Source: an optimization exercise on an open RTL-to-GDS flow (aim: a short achievable clock period, few clock cycles and low power). Production flows keep margins and buffers that such runs may drop.
The RTL was checked by simulation tests, not by an equivalence proof against the original design.
Power figures rest on the tool's default switching activity, not on a simulated workload.

exp/nickel:
Design rv32i_mc, start of the top module:
module rv32i_mc (
    input         clk,
    input         reset,        
    input  [31:0] mem_rdata,    
    output [31:0] mem_addr,     
    output [31:0] mem_wdata,    
    output        mem_we        
);
Size in the first run: ~1200 flip-flops, ~64000 µm² of cells after synthesis.
clock: 11.0 ns
lec_check: 0
cap_margin: 20
core_margin: 2
core_utilization: 65
cts_buf_list: sky130_fd_sc_hd__clkbuf_8
cts_cluster_diameter: 60
cts_cluster_size: 14
slew_margin: 20
standard.sh (not shown) runs the stock make flow with config.mk's settings and CLKGATE_MAP_FILE= SYNTH_SCRIPT=/design/flow/synth_recipe.tcl, a recipe that flattens the netlist after the stock synthesis.
==> flow/flow/run.sh <==
#!/bin/bash
set -euo pipefail
bash standard.sh SETUP_SLACK_MARGIN=6.5 finish > standard_flow.log 2>&1
Testbench counts of exp/nickel, summed over its fixed seeds: cycles 48,162.
Inputs modified between exp/nickel and exp/xenon:
# exp/nickel
export LEC_CHECK = 0
export CAP_MARGIN = 20
export CORE_MARGIN = 2
export CORE_UTILIZATION = 65
export CTS_BUF_LIST = sky130_fd_sc_hd__clkbuf_8
export CTS_CLUSTER_DIAMETER = 60
export CTS_CLUSTER_SIZE = 14
export SLEW_MARGIN = 20
create_clock -name core_clock -period 11.0 [get_ports {clk}]
# exp/xenon
export LEC_CHECK = 0
export CAP_MARGIN = 20
export CORE_MARGIN = 2
export CORE_UTILIZATION = 75
export CTS_BUF_LIST = sky130_fd_sc_hd__clkbuf_8
export CTS_CLUSTER_DIAMETER = 60
export CTS_CLUSTER_SIZE = 14
export SLEW_MARGIN = 20
create_clock -name core_clock -period 11.0 [get_ports {clk}]
==> flow/flow/run.sh <==
#!/bin/bash
set -euo pipefail
bash standard.sh SETUP_SLACK_MARGIN=7 finish > standard_flow.log 2>&1
- exp/xenon never completed; the flow aborted with a tool error in global routing.
- exp/nickel and exp/xenon ended up with nearly the same total placed instance area.
- Going from exp/nickel to exp/xenon, detailed placement HPWL rose about 22%, cell total after placement fell 2.8%.
Input-level comparison between exp/sierra and exp/xenon:
# exp/xenon
export LEC_CHECK = 0
export CAP_MARGIN = 20
export CORE_MARGIN = 2
export CORE_UTILIZATION = 75
export CTS_BUF_LIST = sky130_fd_sc_hd__clkbuf_8
export CTS_CLUSTER_DIAMETER = 60
export CTS_CLUSTER_SIZE = 14
export SLEW_MARGIN = 20
create_clock -name core_clock -period 11.0 [get_ports {clk}]
# exp/sierra
export LEC_CHECK = 0
export CAP_MARGIN = 20
export CORE_MARGIN = 2
export CORE_UTILIZATION = 65
export CTS_BUF_LIST = sky130_fd_sc_hd__clkbuf_8
export CTS_CLUSTER_DIAMETER = 70
export CTS_CLUSTER_SIZE = 16
export SLEW_MARGIN = 20
create_clock -name core_clock -period 11.0 [get_ports {clk}]
## What came out
- exp/sierra: done, clean on timing, DRC and antenna
- Against exp/xenon, total clock buffers created by CTS in exp/sierra fell by more than 10%.
- Compared with exp/xenon, in exp/sierra post-placement cell area +about 0.4%; detailed placement HPWL -14%.
Inputs modified between exp/sierra and exp/lagoon:
# exp/sierra
export LEC_CHECK = 0
export CAP_MARGIN = 20
export CORE_MARGIN = 2
export CORE_UTILIZATION = 65
export CTS_BUF_LIST = sky130_fd_sc_hd__clkbuf_8
export CTS_CLUSTER_DIAMETER = 70
export CTS_CLUSTER_SIZE = 16
export SLEW_MARGIN = 20
create_clock -name core_clock -period 11.0 [get_ports {clk}]
# exp/lagoon
export LEC_CHECK = 0
export CAP_MARGIN = 20
export CORE_MARGIN = 2
export CORE_UTILIZATION = 65
export CTS_BUF_LIST = sky130_fd_sc_hd__clkbuf_8
export CTS_CLUSTER_DIAMETER = 60
export CTS_CLUSTER_SIZE = 14
export SLEW_MARGIN = 20
create_clock -name core_clock -period 11.0 [get_ports {clk}]
==> flow/flow/run.sh <==
#!/bin/bash
set -euo pipefail
bash standard.sh SETUP_SLACK_MARGIN=7.5 finish > standard_flow.log 2>&1
--- outcome ---
Summary: total power draw, exp/lagoon worse than exp/sierra
Data arrival time of the critical path: exp/sierra and exp/lagoon compared, lower one is exp/lagoon
[exp/lagoon] maximum frequency rose about 6% relative to exp/sierra
The run showing the smaller met3 wire length is exp/sierra.

[static timing again, ports no longer ideal]
Ports are ideal in the flow. The routed layouts listed here were re-timed in OpenROAD.
Step 1 sets driving cells, clkbuf_16 on the clock port and buf_2 on the other inputs (assumed; they add their load-dependent delay and slew).
Step 2, shift: input delay + t, output delay - t, t = (earliest + latest rising clock arrival at the registers) / 2. This alone moves slack from input paths to output paths.
Slacks: ideal ports / drivers / drivers and shift; pairs: ideal ports / drivers.
| run | t, ns | slack for setup (ns) | worst setup path at the end | pins driven straight from the clock port |
|---|---|---|---|---|
| exp/nickel | 0.875 | 6.480 / 6.427 / 5.552 | input to register | 1 |
| exp/sierra | 0.883 | 6.657 / 6.612 / 5.728 | input to register | 1 |
| exp/lagoon | 0.925 | 6.901 / 6.518 / 5.593 | input to register | 1 |
After both steps every run listed still meets setup and hold. The setup slack of exp/lagoon, which loses most, moves by -0.383 ns with the drivers and by -1.308 ns with both steps.
